Context: an optimization exercise on an open-source flow, tuned for small area and few clock cycles per item. The choices shown serve that exercise and are no tape-out recipe.
Function was checked by simulation only, so behaviour that the tests miss may differ from the original.

==> inputs of job 630 <==
## calculator
module calculator (
    input  logic clk,
    input  logic rst_n,
    input  logic add_valid,
    output logic add_ack,
    input  logic [WIDTH-1:0] add_a,
    input  logic [WIDTH-1:0] add_b,
    input  logic sub_valid,
    output logic sub_ack,
    input  logic [WIDTH-1:0] sub_a,
    input  logic [WIDTH-1:0] sub_b,
    input  logic mul_valid,
    output logic mul_ack,
    input  logic [WIDTH-1:0] mul_a,
    input  logic [WIDTH-1:0] mul_b,
    output logic result_valid,
    input  logic result_ack,
    output logic [2:0] result_unit,
    output logic [WIDTH-1:0] result
);
clock: 9.0 ns
lec_check: 0
cap_margin: 0
core_margin: 2
core_utilization: 60
slew_margin: 0
synth_hierarchical: 1
synth_minimum_keep_size: 0
standard.sh (not shown) runs the stock make flow with config.mk's settings and CLKGATE_MAP_FILE= SYNTH_SCRIPT=/design/flow/synth_recipe.tcl, a recipe that flattens the netlist after the stock synthesis.
==> flow/flow/run.sh <==
#!/bin/bash
# The standard flow, with the port buffers that placement inserts made of
# the smallest buffer cell (every input and output port still gets one),
# and a clock tree of smaller buffers without dummy loads.
set -uo pipefail
bash standard.sh synth > synth.log 2>&1 || exit 1
export BUFFER_PORTS_ARGS="-buffer_cell sky130_fd_sc_hd__buf_1"
export CTS_ARGS="-sink_clustering_enable -repair_clock_nets -sink_clustering_size 20 -sink_clustering_max_diameter 60 -buf_list sky130_fd_sc_hd__clkbuf_8 -dont_use_dummy_load"
bash standard.sh finish > layout.log 2>&1 || exit 1
==> job 3698: changes against job 630 <==
==> flow/flow/run.sh (replaced) <==
#!/bin/bash
# The standard flow, with the port buffers that placement inserts made of
# the smallest buffer cell (every input and output port still gets one).
set -uo pipefail
bash standard.sh synth > synth.log 2>&1 || exit 1
export BUFFER_PORTS_ARGS="-buffer_cell sky130_fd_sc_hd__buf_1"
bash standard.sh finish > layout.log 2>&1 || exit 1
==> flow/config.mk (replaced) <==
export PLATFORM = sky130hd
export DESIGN_NAME = calculator
export DESIGN_NICKNAME = calculator
export VERILOG_FILES = /design/flow/design.v
export SDC_FILE = /design/flow/constraint.sdc
export NUM_CORES = 4
export LEC_CHECK = 0
export CAP_MARGIN = 20
export CORE_MARGIN = 2
export CORE_UTILIZATION = 40
export SLEW_MARGIN = 20
export SYNTH_HIERARCHICAL = 1
export SYNTH_MINIMUM_KEEP_SIZE = 0
==> job 8832: changes against job 630 <==
==> flow/flow/run.sh (replaced) <==
#!/bin/bash
# The standard flow, with the port buffers that placement inserts made of
# the smallest buffer cell (every input and output port still gets one),
# and a clock tree of smaller buffers without dummy loads.
set -uo pipefail
bash standard.sh synth > synth.log 2>&1 || exit 1
export BUFFER_PORTS_ARGS="-buffer_cell sky130_fd_sc_hd__buf_1"
export CTS_ARGS="-sink_clustering_enable -repair_clock_nets -sink_clustering_size 30 -sink_clustering_max_diameter 100 -buf_list sky130_fd_sc_hd__clkbuf_8 -dont_use_dummy_load"
bash standard.sh finish > layout.log 2>&1 || exit 1
==> flow/config.mk (replaced) <==
export PLATFORM = sky130hd
export DESIGN_NAME = calculator
export DESIGN_NICKNAME = calculator
export VERILOG_FILES = /design/flow/design.v
export SDC_FILE = /design/flow/constraint.sdc
export NUM_CORES = 4
export LEC_CHECK = 0
export CAP_MARGIN = 0
export CORE_MARGIN = 2
export CORE_UTILIZATION = 40
export SLEW_MARGIN = 0
export SYNTH_HIERARCHICAL = 1
export SYNTH_MINIMUM_KEEP_SIZE = 0
==> job 2980: changes against job 630 <==
--- a/flow/design.v
+++ b/flow/design.v
@@ -425,31 +425,31 @@
 module mul (
   input  logic clk,
   input  logic rst_n,
   input  logic mul_valid,
   output logic mul_ack,
   input  logic [63:0] mul_a,
   input  logic [63:0] mul_b,
   output logic [63:0] mul_s,
-  output logic [63:0] mul_c,
+  output logic [20:0] mul_cs,
   output logic mul_res_valid,
   input  logic mul_res_ready
 );
   logic [1:0] cnt;
   logic full;
   logic [63:0] rs, rc;
   logic [20:0] rcs;
   wire hold = full & ~mul_res_ready;
   wire adv  = mul_valid & ~hold;
   wire last = (cnt == 2'd2);
   assign mul_ack = mul_valid & last;
   assign mul_res_valid = full;
   assign mul_s = rs;
-  assign mul_c = rc;
+  assign mul_cs = rcs;
   wire accen = (cnt != 2'd0) | hold;
   always_ff @(posedge clk or negedge rst_n)
     if (!rst_n) begin
       cnt  <= 2'd0;
       full <= 1'b0;
     end else begin
       cnt  <= (adv & ~last) ? cnt + 2'd1 : 2'd0;
       full <= (adv & last) | hold;
@@ -1842,28 +1842,36 @@
     input  logic [WIDTH-1:0] mul_a,
     input  logic [WIDTH-1:0] mul_b,
     output logic result_valid,
     input  logic result_ack,
     output logic [2:0] result_unit,
     output logic [WIDTH-1:0] result
 );
 parameter WIDTH = 64;  
+localparam CSB = 3;
+localparam NC = 63 / CSB;
 logic [63:0] mul_s, mul_c;
+logic [NC-1:0] mul_cs;
+always_comb begin
+    mul_c = 64'd0;
+    for (int i = 0; i < NC; i++)
+        mul_c[CSB * (i + 1)] = mul_cs[i];
+end
 logic mul_res_valid;
 logic g_add, g_sub, g_mul;
 mul mul_inst (
     .clk(clk),
     .rst_n(rst_n),
     .mul_valid(mul_valid),
     .mul_ack(mul_ack),
     .mul_a(mul_a),
     .mul_b(mul_b),
     .mul_s(mul_s),
-    .mul_c(mul_c),
+    .mul_cs(mul_cs),
     .mul_res_valid(mul_res_valid),
     .mul_res_ready(result_ack)
 );
 arbiter arbiter_inst (
     .clk(clk),
     .rst_n(rst_n),
     .add_valid(add_valid),
     .sub_valid(sub_valid),
==> flow/flow/run.sh (replaced) <==
#!/bin/bash
# The standard flow, with the port buffers that placement inserts made of
# the smallest buffer cell (every input and output port still gets one),
# and a clock tree of smaller buffers without dummy loads.
set -uo pipefail
bash standard.sh synth > synth.log 2>&1 || exit 1
export BUFFER_PORTS_ARGS="-buffer_cell sky130_fd_sc_hd__buf_1"
export CTS_ARGS="-sink_clustering_enable -repair_clock_nets -sink_clustering_size 20 -sink_clustering_max_diameter 60 -root_buf sky130_fd_sc_hd__clkbuf_16 -buf_list sky130_fd_sc_hd__clkbuf_8 -dont_use_dummy_load"
bash standard.sh finish > layout.log 2>&1 || exit 1
==> flow/config.mk (replaced) <==
export PLATFORM = sky130hd
export DESIGN_NAME = calculator
export DESIGN_NICKNAME = calculator
export VERILOG_FILES = /design/flow/design.v
export SDC_FILE = /design/flow/constraint.sdc
export NUM_CORES = 4
export LEC_CHECK = 0
export CAP_MARGIN = 20
export CORE_MARGIN = 2
export CORE_UTILIZATION = 40
export SLEW_MARGIN = 20
export SYNTH_HIERARCHICAL = 1
export SYNTH_MINIMUM_KEEP_SIZE = 0
==> comparison <==
- Routed wire length, lowest first: job 2980, job 630, job 8832, job 3698.
- Synthesized cell count is the same in job 630 and job 3698.
- Fmax is about the same in job 630 and job 8832.
- Final cell count: job 630 < job 2980 < job 8832 < job 3698.
- Clock skew, highest first: job 8832, job 630, job 2980, job 3698.
- In job 3698 the first-iteration DRC count is smaller than in job 8832, by about 1.4%.
- In clock-buffer cell count, job 8832 and job 630 do not differ.
Testbench counts of job 630, summed over its fixed seeds: cycles 4,633, items 4,259.
Testbench counts of job 3698, summed over its fixed seeds: cycles 4,633, items 4,259.
Testbench counts of job 8832, summed over its fixed seeds: cycles 4,633, items 4,259.
Testbench counts of job 2980, summed over its fixed seeds: cycles 4,633, items 4,259.

========
==> job 8339 <==
calculator, a different RTL version from the one above (not shown whole).
clock: 9.0 ns
lec_check: 0
cap_margin: 20
core_margin: 2
core_utilization: 40
slew_margin: 20
synth_hierarchical: 1
synth_minimum_keep_size: 0
==> flow/flow/run.sh <==
#!/bin/bash
# The standard flow, with the port buffers that placement inserts made of
# the smallest buffer cell (every input and output port still gets one).
set -uo pipefail
bash standard.sh synth > synth.log 2>&1 || exit 1
export BUFFER_PORTS_ARGS="-buffer_cell sky130_fd_sc_hd__buf_1"
bash standard.sh finish > layout.log 2>&1 || exit 1
==> job 446: changes against job 8339 <==
==> flow/run.sh (new file) <==
#!/bin/bash
# synth_recipe.tcl (not shown) runs the flow's synth.tcl, then flattens the netlist and writes it again
# the make line also repeats each setting of config.mk as NAME=value (left out here)
make -C /OpenROAD-flow-scripts/flow DESIGN_CONFIG=/design/flow/config.mk WORK_HOME=/design/flow/orfs CLKGATE_MAP_FILE= SYNTH_SCRIPT=/design/flow/synth_recipe.tcl finish
removed: flow/flow/run.sh
removed: flow/standard.sh
==> notes.md <==
n_diodes=3; dpl cell area=30000 µm²; final instance area=30600 µm²; worst path cell trace=clkdlybuf4s50_1 -> nor2b_1 -> nor3b_2 -> buf_4 -> buf_12 -> inv_1 -> fa_1 -> fa_1 -> nand2b_1 -> a21oi_1 -> o21a_4 -> o311ai_4 -> a21oi_4 -> a31oi_4 -> o21ai_4 -> a41oi_2 -> o31ai_1 -> fa_1 -> clkdlybuf4s50_1; CP peak stage delay=0.49 ns; share of layout cells above drive strength 1=0.0623; status=complete, no violations; R2R depth=19; global routing usage on met1=0.412; met2 WL=44.8 mm
# the run above: job 446

==> notes.md <==
status=complete, no violations; Num CTS Buffers=17; CP peak stage delay=0.58 ns; global routing usage on met1=0.401; multi-input logic area=20500 µm²; dpl cell area=27000 µm²; n_diodes=0; R2R depth=22; Crit. End Element=output port; Synth cell types=59
# the run above: job 8339

Testbench counts of job 8339, summed over its fixed seeds: cycles 4,633, items 4,259.
Testbench counts of job 446, summed over its fixed seeds: cycles 4,633, items 4,259.

## separate check: timing with driven ports
How much do the figures lean on ideal ports? The routed layouts below were timed once more, with nothing changed but the port constraints.
Step 1, drivers: a clkbuf_16 drives clk and a buf_2 each remaining input, both assumed.
Step 2, shift: input delay + t, output delay - t, t = (earliest + latest rising clock arrival at the registers) / 2. This alone moves slack from input paths to output paths.
a / b / c = ideal / step 1 / step 2; a / b = the first two.
run	t (ns)	setup slack, ns	hold WS [ns]	worst data-port slew with drivers (ns)	cell pins on the clock port's net
job 630	0.485	0.799 / 0.777 / 0.777	0.542 / 0.542 / 0.542	0.09	1
job 3698	0.440	0.770 / 0.745 / 0.745	0.542 / 0.542 / 0.542	0.07	1
job 8832	0.473	0.798 / 0.772 / 0.772	0.543 / 0.543 / 0.543	0.08	1
job 2980	0.432	0.762 / 0.742 / 0.742	0.540 / 0.540 / 0.540	0.06	1
job 8339	0.546	0.699 / 0.658 / 0.658	0.549 / 0.549 / 0.549	0.08	1
job 446	0.522	0.344 / 0.312 / 0.312	0.535 / 0.535 / 0.535	0.10	1
After both steps setup and hold are still met in every run listed. For job 8339, which loses most, drivers alone change the setup slack by -0.041 ns; drivers and shift together by -0.041 ns.
